From an optimization exercise on the open Yosys and OpenROAD flow, aimed at small area, a short achievable clock period and few clock cycles per item; shortcuts taken in it are not production practice.
Where RTL was checked, it was by simulation tests only, not by an equivalence proof against the original.
Only the layout flow was run in runs 1 and 2; the RTL was not checked for function there.
No activity file was given, so power comes from the tool's default toggle rates.

## flow/design.v (module list and top-level ports; edited modules follow where they fit)
// module pe: 434 lines
// module fa: 10 lines
// module ha: 9 lines
// module xr2: 7 lines
// module systolic_array: 49 lines
// module xin: 11 lines
// module win: 20 lines
module systolic_array #(
    parameter M          = 4,
    parameter N          = 16,
    parameter K          = 4,
    parameter DATA_WIDTH = 32
) (
    input                           clk,
    input                           rst_n,
    input      [DATA_WIDTH*M-1:0]   X,
    input      [DATA_WIDTH*K-1:0]   W,
    output     [DATA_WIDTH*M*K-1:0] Y,
    output reg                      done
);
  // ...
==> flow/run.sh <==
#!/bin/bash
# synth_recipe.tcl (not shown) runs the flow's synth.tcl, then flattens the netlist and writes it again
# the make line also repeats each setting of config.mk as NAME=value (left out here)
make -C /OpenROAD-flow-scripts/flow DESIGN_CONFIG=/design/flow/config.mk WORK_HOME=/design/flow/orfs CLKGATE_MAP_FILE= SYNTH_SCRIPT=/design/flow/synth_recipe.tcl finish
==> flow/config.mk <==
export PLATFORM = sky130hd
export DESIGN_NAME = systolic_array
export DESIGN_NICKNAME = systolic_array
export VERILOG_FILES = /design/flow/design.v
export SDC_FILE = /design/flow/constraint.sdc
export NUM_CORES = 8
export LEC_CHECK = 0
export CAP_MARGIN = 20
export CORE_MARGIN = 2
export CORE_UTILIZATION = 38
export PLACE_DENSITY = 0.55
export SETUP_SLACK_MARGIN = 4.6
export SLEW_MARGIN = 20
export SYNTH_HIERARCHICAL = 1
==> flow/constraint.sdc <==
create_clock -name core_clock -period 8.0 [get_ports {clk}]
set_input_delay 1.6000 -clock core_clock [delete_from_list [all_inputs] [get_ports {clk}]]
set_output_delay 1.6000 -clock core_clock [all_outputs]
set_load 0.01 [all_outputs]
==> flow_metrics.tcl, run 1 <==
set metrics [dict create \
    outcome "aborted with a tool error" \
    stop_stage "global routing" \
    error "[ERROR GRT-0232] Routing congestion too high. Check the congestion heatmap in the GUI." \
    synth_cells 23400 \
    grtUsageMet3_pct 34.7 \
    grt-busiest-layer "met2" \
    cts_setup_buffers 518 \
    cts_made_buffers 318 \
    rows 293 \
    postPlaceCellArea_um2 257000 \
    die_h_um 803 \
    port_buffers 770 \
    grt_use_met2_pct 58.1 \
    cts_root_buf "clkbuf_16" \
    post_synth.cell_area_avg_um2 10.4 \
    gr-usage-all-layers_pct 47.4 \
    cts_resized 1534 \
    grt_max_degree 105 \
    gr-usage-met1_pct 50.4 \
    yosys_warnings 10 \
    pre_cts_ws_ns 3.17 \
    cts.path.max_buffers 4 \
    die_width_um 803 \
    htreeDepth 5 \
    placed_cells 30400 \
    grt_overflow_total 2 \
    netlist_area_um2 243000 \
    ios 771 \
    hold_buffers 0 \
    gp_routability_congestion 0.955 \
    initial_core_util_pct 38.1 \
    hpwl_um 754000 \
]
==> inputs of run 2 (changes only) <==
--- a/flow/config.mk
+++ b/flow/config.mk
@@ -8,6 +8,8 @@
 export CAP_MARGIN = 20
 export CORE_MARGIN = 2
 export CORE_UTILIZATION = 38
+export CTS_CLUSTER_DIAMETER = 100
+export CTS_CLUSTER_SIZE = 30
 export PLACE_DENSITY = 0.55
 export SETUP_SLACK_MARGIN = 4.6
 export SLEW_MARGIN = 20
==> run 2 against run 1 <==
  * The run again fails in global routing
  * Synthesized cell count unchanged
  * Synthesized area unchanged
==> flow_metrics.tcl, run 2 <==
set metrics [dict create \
    outcome "aborted with a tool error" \
    stop_stage "global routing" \
    error "[ERROR GRT-0232] Routing congestion too high. Check the congestion heatmap in the GUI." \
    yosys_warnings 10 \
    synth_cells 23400 \
    cts_root_buf "clkbuf_16" \
    hold_buffers 0 \
    gp_routability_congestion 0.955 \
    htreeDepth 4 \
    grt_max_degree 101 \
    ios 771 \
    gr-usage-all-layers_pct 46.4 \
    hpwl_um 754000 \
    initial_core_util_pct 38.1 \
    die_width_um 803 \
    netlist_area_um2 243000 \
    placed_cells 30400 \
    cts_made_buffers 165 \
    port_buffers 770 \
    post_synth.cell_area_avg_um2 10.4 \
    die_h_um 803 \
    grt_overflow_total 1 \
    cts.path.max_buffers 4 \
    rows 293 \
]
[run 2: stage by stage]
step / utilization (%) / setup WS (ns) / instance area, µm²
floorplan: - / 4.44 / 243000
global placement: 40.4 / 3.10 / 257000
detailed placement: 40.4 / 3.17 / 257000
CTS: 44.0 / 4.50 / 280000
[run 2: what timing repair did]
item,4_1_cts
gates resized for setup,1700
cloned,136
setup endpoints to repair,1459
pin swaps,120
hold endpoints to repair,0
setup buffers,601
[run 2: layer usage]
metal	GRT overflow	track usage, %
met2	1	57.7
met5	0	15.1
met3	0	33.2
met1	0	50.1
met4	0	41.3
[run 2: how the worst max path moves through the flow]
stage / startpoint / to
4_1_cts: g_dup[0].g_w[2].u_win.wer[2]$_DFF_P_ / g_r[1].g_c[2].u_pe.acc[33]$_DFF_P_
3_5_place_dp: X[1] / g_dup[0].g_x[0].u_xin.xm3[31]$_DFF_P_
3_3_place_gp: X[1] / g_dup[0].g_x[0].u_xin.xm3[31]$_DFF_P_
2_1_floorplan: X[0] / g_dup[0].g_x[0].u_xin.xm3[31]$_DFF_P_
[run 2: power by group through the flow]
stage | sequential, mW | clock, mW | combinational, mW
after detailed placement | 24.6 | 0 | 110
after floorplan | 22.6 | 0 | 69.6
after global placement | 24.6 | 0 | 110
after CTS | 23.7 | 10.6 | 115
==> module systolic_array, before the edit <==
module systolic_array #(
    parameter M          = 4,
    parameter N          = 16,
    parameter K          = 4,
    parameter DATA_WIDTH = 32
) (
    input                           clk,
    input                           rst_n,
    input      [DATA_WIDTH*M-1:0]   X,
    input      [DATA_WIDTH*K-1:0]   W,
    output     [DATA_WIDTH*M*K-1:0] Y,
    output reg                      done
);
  localparam DUP = 1;
  genvar i, j, c;
  wire [31:0] xm1 [0:3][0:DUP-1];
  wire [31:0] xm3 [0:3][0:DUP-1];
  wire [54:0] wer [0:3][0:DUP-1];
  for (c = 0; c < DUP; c = c + 1) begin : g_dup
    for (i = 0; i < 4; i = i + 1) begin : g_x
      xin u_xin (.clk(clk), .x(X[32*i +: 32]), .xm1(xm1[i][c]), .xm3(xm3[i][c]));
    end
    for (j = 0; j < 4; j = j + 1) begin : g_w
      win u_win (.clk(clk), .w(W[32*j +: 32]), .wer(wer[j][c]));
    end
  end
  reg [4:0] cnt;
  always @(posedge clk) begin
    if (~rst_n) begin
      cnt  <= 5'd0;
      done <= 1'b0;
    end else begin
      if (cnt != 5'd31) cnt <= cnt + 5'd1;
      if (cnt == 5'd17) done <= 1'b1;
    end
  end
  for (i = 0; i < 4; i = i + 1) begin : g_r
    for (j = 0; j < 4; j = j + 1) begin : g_c
      pe u_pe (
        .clk   (clk),
        .rst_n (rst_n),
        .xm1 (xm1[i][j*DUP/4]),
        .xm3 (xm3[i][j*DUP/4]),
        .we    (wer[j][i*DUP/4]),
        .y     (Y[32*(4*i+j) +: 32])
      );
    end
  end
endmodule
==> inputs of run 3 (changes only) <==
--- a/flow/design.v
+++ b/flow/design.v
@@ -471,7 +471,7 @@
     output     [DATA_WIDTH*M*K-1:0] Y,
     output reg                      done
 );
-  localparam DUP = 1;
+  localparam DUP = 2;
   genvar i, j, c;
   wire [31:0] xm1 [0:3][0:DUP-1];
   wire [31:0] xm3 [0:3][0:DUP-1];
--- a/flow/config.mk
+++ b/flow/config.mk
@@ -8,8 +8,6 @@
 export CAP_MARGIN = 20
 export CORE_MARGIN = 2
 export CORE_UTILIZATION = 38
-export CTS_CLUSTER_DIAMETER = 100
-export CTS_CLUSTER_SIZE = 30
 export PLACE_DENSITY = 0.55
 export SETUP_SLACK_MARGIN = 4.6
 export SLEW_MARGIN = 20
==> run 3 against run 2 <==
  * Now clean on timing, DRC and antenna
  * Synthesized area increased by 8.0%
  * Synthesized cell count increased by 7.7%
==> flow_metrics.tcl, run 3 <==
set metrics [dict create \
    rows 305 \
    largestRegisters "g_r.g_c.u_pe.acc: 1312 flops, g_r.g_c.u_pe.y: 512 flops, g_dup.g_w.u_win.wer: 424 flops" \
    fmax_ghz 0.282 \
    cts_made_buffers 360 \
    cp.required_ns 8.87 \
    cp.arrival_ns 4.42 \
    grt_pass1_wl_um 1720000 \
    finalSetupTns_ns 0 \
    powerDensity_nw_per_um2 526 \
    instances_no_fill 34200 \
    slew_headroom_pct 19.8 \
    fin_crit_sh_pct 44.3 \
    outcome "no timing/DRC/antenna violations" \
    layout_common_cells "xnor2_1, fa_1, a22o_1" \
    cts_root_buf "clkbuf_16" \
    cts_tree "yes" \
    rsz0062_at_grt "yes" \
    crit_fanout 3 \
    fillerInstances 65400 \
    synth_cells 25200 \
    layout_commonest_cell "xnor2_1" \
    vdd_drop_max_mv 0.620 \
    initial_core_util_pct 38.1 \
    die_h_um 834 \
    cp_top_family "compound AO/OA/AOI/OAI gates" \
    worstHoldStart "g_r[0].g_c[3].u_pe.rprev$_DFF_P_" \
    ant_nets 0 \
    port_buffers 770 \
    largest_reg_flops 1312 \
    netlist_area_um2 262000 \
    end_kind "flop" \
    finalCriticalPeriod_ns 3.55 \
    multi_input_area_um2 198000 \
    hold_buffers 0 \
    area_growth_syn_to_layout_pct 14.3 \
    crit_slowest_cell "o31ai_1" \
    startpoint_type "flop" \
    max_cap_violations 0 \
    viasPerCell 6.72 \
    seqCellArea_um2 57200 \
    final_hold_viol_count 0 \
    finalSetupViolCount 0 \
    first_iter_violations 32300 \
    avgRoutedWirePerCell_um 36.3 \
    cp_common_cell "a21oi_1" \
    grt_overflow_total 0 \
    post_synth.cell_area_avg_um2 10.4 \
    dieArea_um2 696000 \
    grt_max_degree 83 \
    gp_routability_congestion 0.958 \
    die_width_um 834 \
    cts_sinks 2790 \
    worst-path-buf-inv 0 \
    grt_pass1_vias 229000 \
    clk_pin_slew_ns 0.07 \
    power_leakage_nw 112 \
    whs_ns 0.343 \
    hpwl_um 802000 \
    cp_cell_sequence "ha_1 -> a21oi_1 -> nor2_1 -> o31ai_1 -> a21oi_1 -> nand2b_1 -> a31oi_1 -> xnor2_1" \
    reg2reg_from "g_r[1].g_c[1].u_pe.acc[2]$_DFF_P_" \
    min_path_type "flop to flop" \
    crit_type "flop to flop" \
    antenna_found_initial 174 \
    top_register "g_r.g_c.u_pe.acc" \
    htreeDepth 5 \
    drt_pass1_iterations 11 \
    placed_cells 33100 \
    drc 0 \
    worst_pin_slew_ns 1.20 \
    crit_start "g_r[1].g_c[1].u_pe.acc[2]$_DFF_P_" \
    slew_viol_final 0 \
    insertion_delay_ns 1.11 \
    routed_wl_um 1240000 \
    slowest_delay_ns 0.61 \
    drive_above_1_share_pct 11.0 \
    core_area_um2 688000 \
    finalClockSkew_ns 0.0793 \
    gr-usage-all-layers_pct 33.9 \
    cts.path.max_buffers 4 \
    ios 771 \
    yosys_warnings 10 \
    vias 230000 \
    nets 28800 \
]
## run 3: per-layer routing
layer | routed length, µm | up-vias | part of all wire (%) | global-route usage [%]
li1 | - | 91500 | - | -
met1 | 465000 | 115000 | 37 | 42.3
met2 | 504000 | 17700 | 41 | 48.1
met3 | 168000 | 5162 | 13 | 13.1
met4 | 104000 | 67 | 8.4 | 22.9
met5 | 954 | - | 0.077 | 0.629
## run 3: worst paths after layout
check                           slack (ns)                               end  cells after the start
worst max-delay path                  4.45  g_r[1].g_c[1].u_pe.y[23]$_DFF_P_                      8
worst min-delay path                  0.34    g_r[0].g_c[3].u_pe.clr$_DFF_P_                      1
worst max register to register        4.45  g_r[1].g_c[1].u_pe.y[23]$_DFF_P_                      8
worst min register to register        0.34    g_r[0].g_c[3].u_pe.clr$_DFF_P_                      1
## run 3: what timing repair did
| item | CTS | global route |
|---|---|---|
| pin swaps | 19 | 80 |
| setup endpoints to repair | 1349 | 347 |
| cloned | 18 | 25 |
| resized for setup | 1458 | 783 |
| setup buffers | 90 | 111 |
## run 3: layout make-up
| cell class | instances | share of cell area (%) |
|---|---|---|
| sequential | 2790 | 19.1 |
| antenna | 164 | 0.137 |
| inverter | 217 | 0.272 |
| clock buffer | 505 | 3.48 |
| tap | 9210 | 3.85 |
| timing repair buffer | 1649 | 6.29 |
| clock inverter | 156 | 0.716 |
| multi-input combinational | 19500 | 66.2 |
## run 3: report_power, final
| part | switching, mW | internal, mW | leakage, nW |
|---|---|---|---|
| clock network | 7.42 | 10.2 | 6.13 |
| registers | 5.73 | 21.8 | 23.6 |
| logic | 66.7 | 45.7 | 82.7 |
## run 3: stage by stage
stage	worst slack [ns]	instance area [µm²]	power [mW]	util [%]
after floorplan	4.44	262000	95.5	-
after global placement	2.93	277000	136	40.2
after detailed placement	2.88	277000	136	40.2
after CTS	4.38	294000	155	42.7
after global routing	4.54	299000	169	43.5
final	4.45	300000	157	43.5
Testbench counts of run 3, summed over its fixed seeds: cycles 4,864, gemms 256.
==> inputs of run 4 (changes only) <==
==> flow/flow/run.sh (new file) <==
#!/bin/bash
set -euo pipefail
bash standard.sh \
  "BUFFER_PORTS_ARGS=-buffer_cell sky130_fd_sc_hd__buf_2" \
  "MATCH_CELL_FOOTPRINT=0" \
  finish > standard.log 2>&1
==> flow/standard.sh (new file) <==
#!/bin/bash
# synth_recipe.tcl (not shown) runs the flow's synth.tcl, then flattens the netlist and writes it again
# the make line also repeats each setting of config.mk as NAME=value (left out here)
make -C /OpenROAD-flow-scripts/flow DESIGN_CONFIG=/design/flow/config.mk WORK_HOME=/design/flow/orfs CLKGATE_MAP_FILE= SYNTH_SCRIPT=/design/flow/synth_recipe.tcl "${@:-finish}"
removed: flow/run.sh
==> run 4 against run 3 <==
  * Global-route usage decreased by 1.3 points
  * Flip-flop and latch count unchanged
  * Wire length decreased by 3.8%
  * Die area unchanged
  * Synthesized area is the same
  * Synthesized cell count unchanged
  * Still clean on timing, DRC and antenna
  * First-iteration DRC count decreased by 3.7%
  * Register-to-register slack improved by 0.08 ns
  * Utilization fell by 0.76 points
  * Combinational power about the same
  * Final area down 1.8%
==> flow_metrics.tcl, run 4 <==
set metrics [dict create \
    outcome "no timing/DRC/antenna violations" \
    cts_root_buf "clkbuf_16" \
    drt_pass1_iterations 14 \
    largestRegisters "g_r.g_c.u_pe.acc: 1312 flops, g_r.g_c.u_pe.y: 512 flops, g_dup.g_w.u_win.wer: 424 flops" \
    r2r-end "g_r[1].g_c[1].u_pe.y[26]$_DFF_P_" \
    dieArea_um2 696000 \
    powerDensity_nw_per_um2 527 \
    whs_ns 0.354 \
    htreeDepth 5 \
    power_leakage_nw 111 \
    routed_wl_um 1190000 \
    fin_area_um2 294000 \
    max_cap_violations 0 \
    drive_above_1_share_pct 13.2 \
    yosys_warnings 10 \
    top_register "g_r.g_c.u_pe.acc" \
    instances_no_fill 34100 \
    vias 226000 \
    hold_buffers 0 \
    slew_viol_final 0 \
    finalPower_mw 155 \
    synth_cells 25200 \
    die_h_um 834 \
    hpwl_um 780000 \
    nets 28700 \
    postPlaceCellArea_um2 273000 \
    port_buffers 770 \
    crit_start "g_r[1].g_c[1].u_pe.acc[0]$_DFF_P_" \
    clk_pin_slew_ns 0.06 \
    cp.arrival_ns 4.35 \
    drc 0 \
    grt_overflow_total 0 \
    netlist_area_um2 262000 \
    grt_pass1_wl_um 1670000 \
    core_area_um2 688000 \
    finalSetupViolCount 0 \
    layout_commonest_cell "xnor2_1" \
    cts_tree "yes" \
    reg2reg_slack_ns 4.54 \
    ios 771 \
    antenna_found_initial 235 \
    fin_crit_sh_pct 43.3 \
    insertion_delay_ns 1.11 \
    fmax_ghz 0.289 \
    gp_routability_congestion 0.962 \
    vdd_drop_max_mv 0.663 \
    startpoint_type "flop" \
    finalClockSkew_ns 0.0811 \
    crit_fanout 4 \
    layout_common_cells "xnor2_1, fa_1, a22o_1" \
    slew_headroom_pct 9.20 \
    gr-usage-all-layers_pct 32.6 \
    final_hold_viol_count 0 \
    cp-endpoint "g_r[1].g_c[1].u_pe.y[26]$_DFF_P_" \
    min_path_type "flop to flop" \
    worst_pin_slew_ns 1.36 \
    worstRegToRegCells 9 \
    cts_made_buffers 360 \
    die_width_um 834 \
    avgRoutedWirePerCell_um 35.0 \
    cts_sinks 2790 \
    area_growth_syn_to_layout_pct 12.3 \
    cts.path.max_buffers 4 \
    cp.required_ns 8.88 \
    grt_max_degree 87 \
    first_iter_violations 31100 \
    rows 305 \
    grt_pass1_vias 225000 \
    initial_core_util_pct 38.1 \
    finalCriticalPeriod_ns 3.46 \
    ant_nets 0 \
    largest_reg_flops 1312 \
    rsz0062_at_grt "yes" \
    crit_type "flop to flop" \
    reg2reg_from "g_r[1].g_c[1].u_pe.acc[0]$_DFF_P_" \
    placed_cells 33100 \
    post_synth.cell_area_avg_um2 10.4 \
    finalSetupTns_ns 0 \
    viasPerCell 6.64 \
    end_kind "flop" \
]
## run 4: area by class of cell
type                       instances  area [µm²]
multi-input combinational      19500      198000
sequential                      2790       57000
fill                           65600      394000
inverter                         217         815
tap                             9210       11500
antenna                          168         420
clock buffer                     481       10300
timing repair buffer            1553       14100
clock inverter                   186        2450
## run 4: timing repair
item | CTS | global route
gates cloned | 6 | 25
pin swaps | 16 | 78
gates resized for setup | 767 | 679
setup endpoints to repair | 750 | 292
setup buffers | 71 | 98
## run 4: how the worst min path moves through the flow
stage,to,startpoint,cells after the start,slack (ns)
after floorplan,g_r[0].g_c[0].u_pe.clr$_DFF_P_,g_r[0].g_c[0].u_pe.rprev$_DFF_P_,1,0.34
after global placement,g_r[1].g_c[1].u_pe.clr$_DFF_P_,g_r[1].g_c[1].u_pe.rprev$_DFF_P_,1,0.34
after detailed placement,g_r[3].g_c[0].u_pe.clr$_DFF_P_,g_r[3].g_c[0].u_pe.rprev$_DFF_P_,1,0.34
after CTS,g_r[1].g_c[1].u_pe.clr$_DFF_P_,g_r[1].g_c[1].u_pe.rprev$_DFF_P_,1,0.35
after global routing,g_r[2].g_c[2].u_pe.clr$_DFF_P_,g_r[2].g_c[2].u_pe.rprev$_DFF_P_,1,0.36
final,g_r[2].g_c[1].u_pe.clr$_DFF_P_,g_r[2].g_c[1].u_pe.rprev$_DFF_P_,1,0.35
## run 4: critical path, cell delays in order, from the launching register on
cell      delay (ns)
dfxtp_1         0.35
ha_1            0.21
fa_1            0.42
a21o_1          0.24
a221oi_4        0.11
o21ai_1         0.21
a311oi_2        0.20
o41ai_2         0.84
a21oi_1         0.23
xnor2_2         0.47
## run 4: power by group
group	total, mW	internal (mW)	switching, mW	leakage [nW]
logic	110	45.1	64.9	81.0
registers	27.4	21.8	5.64	23.6
clock network	17.8	10.4	7.41	6.22
total	155	77.2	77.9	111
## run 4: routing by layer
layer	up-vias	GRT usage (%)	wire length, µm
li1	91400	-	-
met3	4804	11.1	153000
met5	-	0.328	768
met1	113000	41.8	458000
met2	16800	46.7	489000
met4	79	20.6	94300
## run 4: per-stage QoR
step / setup WS (ns) / util (%)
after global routing: 4.53 / 42.7
final: 4.54 / 42.7
after floorplan: 4.44 / -
after CTS: 4.57 / 42.0
after global placement: 3.60 / 39.6
after detailed placement: 3.64 / 39.6
==> inputs of run 5 (changes only) <==
--- a/flow/config.mk
+++ b/flow/config.mk
@@ -7,8 +7,8 @@
 export LEC_CHECK = 0
 export CAP_MARGIN = 20
 export CORE_MARGIN = 2
-export CORE_UTILIZATION = 38
-export PLACE_DENSITY = 0.55
+export CORE_UTILIZATION = 46
+export PLACE_DENSITY = 0.62
 export SETUP_SLACK_MARGIN = 4.6
 export SLEW_MARGIN = 20
 export SYNTH_HIERARCHICAL = 1
==> run 5 against run 4 <==
  * Still clean on timing, DRC and antenna
  * First-iteration DRC count grew 6.7%
  * Register-to-register slack is essentially flat
  * Count of clock-buffer cells in the layout shrank 20
  * Final area shrank 1.3%
  * Non-clock buffer count shrank 69
  * Critical path type unchanged
  * Critical endpoint is now g_r[3].g_c[3].u_pe.y[31]$_DFF_P_
  * Largest cell class unchanged
  * Largest power group unchanged
==> flow_metrics.tcl, run 5 <==
set metrics [dict create \
    crit_slowest_cell "o31ai_4" \
    grt_pass1_vias 226000 \
    drive_above_1_share_pct 12.7 \
    top_register "g_r.g_c.u_pe.acc" \
    drt_pass1_iterations 11 \
    fillerInstances 50900 \
    end_kind "flop" \
    drc 0 \
    cts_made_buffers 355 \
    slowest_delay_ns 0.65 \
    largest_reg_flops 1312 \
    pre_cts_ws_ns 3.68 \
    nets 28700 \
    synth_cells 25200 \
    finalSetupViolCount 0 \
    cp_common_cell "a21oi_1" \
    worst_pin_slew_ns 1.18 \
    crit_type "flop to flop" \
    avgRoutedWirePerCell_um 35.1 \
    max_cap_violations 0 \
    fmax_ghz 0.290 \
    outcome "no timing/DRC/antenna violations" \
    cts_sinks 2790 \
    layout_commonest_cell "xnor2_1" \
    post_synth.cell_area_avg_um2 10.4 \
    netlist_area_um2 262000 \
    instances_no_fill 32300 \
    cp_cell_sequence "ha_1 -> a21oi_1 -> inv_1 -> o31ai_4 -> a21oi_1 -> a21oi_1 -> o22ai_1 -> xnor2_2" \
    dieArea_um2 576000 \
    power_leakage_nw 110 \
    cp.arrival_ns 4.35 \
    ant_nets 0 \
    insertion_delay_ns 1.05 \
    seqCellArea_um2 57000 \
    cts_tree "yes" \
    first_iter_violations 33200 \
    final_hold_viol_count 0 \
    fin_area_um2 290000 \
    powerDensity_nw_per_um2 528 \
    antenna_found_initial 227 \
    startpoint_type "flop" \
    multi_input_area_um2 197000 \
    postPlaceCellArea_um2 270000 \
    fin_crit_sh_pct 43.1 \
    routed_wl_um 1140000 \
    slew_viol_final 0 \
    die_width_um 759 \
    hpwl_um 734000 \
    area_growth_syn_to_layout_pct 10.8 \
    port_buffers 770 \
    viasPerCell 7.07 \
    worst_slack_ns 4.55 \
    finalSetupTns_ns 0 \
    initial_core_util_pct 46.1 \
    worst-path-buf-inv 1 \
    rsz0062_at_grt "yes" \
    cts.path.max_buffers 4 \
    finalClockSkew_ns 0.0561 \
    clk_pin_slew_ns 0.06 \
    cp.required_ns 8.90 \
    grt_pass1_wl_um 1610000 \
    htreeDepth 5 \
    finalCriticalPeriod_ns 3.45 \
    yosys_warnings 10 \
    slew_headroom_pct 21.1 \
    cts_root_buf "clkbuf_16" \
    vias 228000 \
    placed_cells 31400 \
    gr-usage-all-layers_pct 37.7 \
    min_path_type "flop to flop" \
    grt_overflow_total 0 \
    largestRegisters "g_r.g_c.u_pe.acc: 1312 flops, g_r.g_c.u_pe.y: 512 flops, g_dup.g_w.u_win.wer: 424 flops" \
    layout_common_cells "xnor2_1, fa_1, a22o_1" \
    grt_max_degree 87 \
    rows 277 \
    crit_fanout 7 \
    cp_top_family "compound AO/OA/AOI/OAI gates" \
    ios 771 \
    gp_routability_congestion 0.994 \
    die_h_um 759 \
    core_area_um2 568000 \
    vdd_drop_max_mv 0.631 \
]
-- run 5: repair_timing --
item / in CTS / in global routing
hold endpoints to repair: 0 / 0
gates cloned: 5 / 21
setup buffers: 40 / 72
gates resized for setup: 695 / 693
hold buffers: 0 / 0
setup endpoints to repair: 642 / 315
pin swaps: 3 / 54
-- run 5: routing by layer --
layer | share of wire [%] | global-route usage, %
met1 | 37 | 47.3
met5 | 0.078 | 0.117
met4 | 8.5 | 24.9
met3 | 15 | 16.0
met2 | 40 | 52.6
-- run 5: power by group --
part	internal (mW)	switching (mW)	leakage (nW)
logic	44.7	63.7	80.4
clock network	10.1	7.28	5.97
registers	21.8	5.72	23.6
total	76.6	76.7	110
-- run 5: stage by stage --
step / hold WS (ns) / power, mW / util (%)
3_3_place_gp: 0.339 / 130 / 47.6
5_1_grt: 0.365 / 165 / 51.1
3_5_place_dp: 0.341 / 132 / 47.6
4_1_cts: 0.352 / 151 / 50.3
6_report: 0.349 / 153 / 51.1
2_1_floorplan: 0.338 / 95.5 / -
-- run 5: cell type report --
cell class | instances | share of cell area [%]
Sequential cell | 2790 | 19.6
Tap cell | 7533 | 3.25
Clock buffer | 461 | 3.42
Antenna cell | 149 | 0.128
Timing Repair Buffer | 1484 | 4.50
Clock inverter | 191 | 0.824
Inverter | 217 | 0.281
Multi-Input combinational cell | 19500 | 68.0
-- run 5: worst paths after layout --
path | startpoint | end | depth (start not counted) | slack, ns
worst min-delay path | g_r[0].g_c[1].u_pe.rprev$_DFF_P_ | g_r[0].g_c[1].u_pe.clr$_DFF_P_ | 1 | 0.35
worst max-delay path | g_r[3].g_c[3].u_pe.acc[13]$_DFF_P_ | g_r[3].g_c[3].u_pe.y[31]$_DFF_P_ | 8 | 4.55
worst min register to register | g_r[0].g_c[1].u_pe.rprev$_DFF_P_ | g_r[0].g_c[1].u_pe.clr$_DFF_P_ | 1 | 0.35
worst max register to register | g_r[3].g_c[3].u_pe.acc[13]$_DFF_P_ | g_r[3].g_c[3].u_pe.y[31]$_DFF_P_ | 8 | 4.55

==> separate check: timing with driven ports <==
Ports are ideal in the flow. The routed layouts listed here were re-timed in OpenROAD.
Step 1 sets driving cells, clkbuf_16 on the clock port and buf_2 on the other inputs (assumed; they add their load-dependent delay and slew).
Step 2, shift: input delay + t, output delay - t, t = (earliest + latest rising clock arrival at the registers) / 2. This alone moves slack from input paths to output paths.
Slacks: ideal / step 1 / step 2; pairs: ideal / step 1.
run	shift t [ns]	slack for setup (ns)	worst hold slack (ns)	worst data-port slew with drivers (ns)	pins driven straight from the clock port
run 3	1.200	4.454 / 4.454 / 3.461	0.343 / 0.343 / 0.343	0.35	1
run 4	1.198	4.537 / 4.526 / 3.577	0.354 / 0.354 / 0.354	0.43	1
run 5	1.153	4.548 / 4.548 / 3.606	0.349 / 0.349 / 0.349	0.35	1
After both steps setup and hold are still met in every run listed. The setup slack of run 3, which loses most, moves by 0.000 ns with the drivers and by -0.993 ns with both steps.
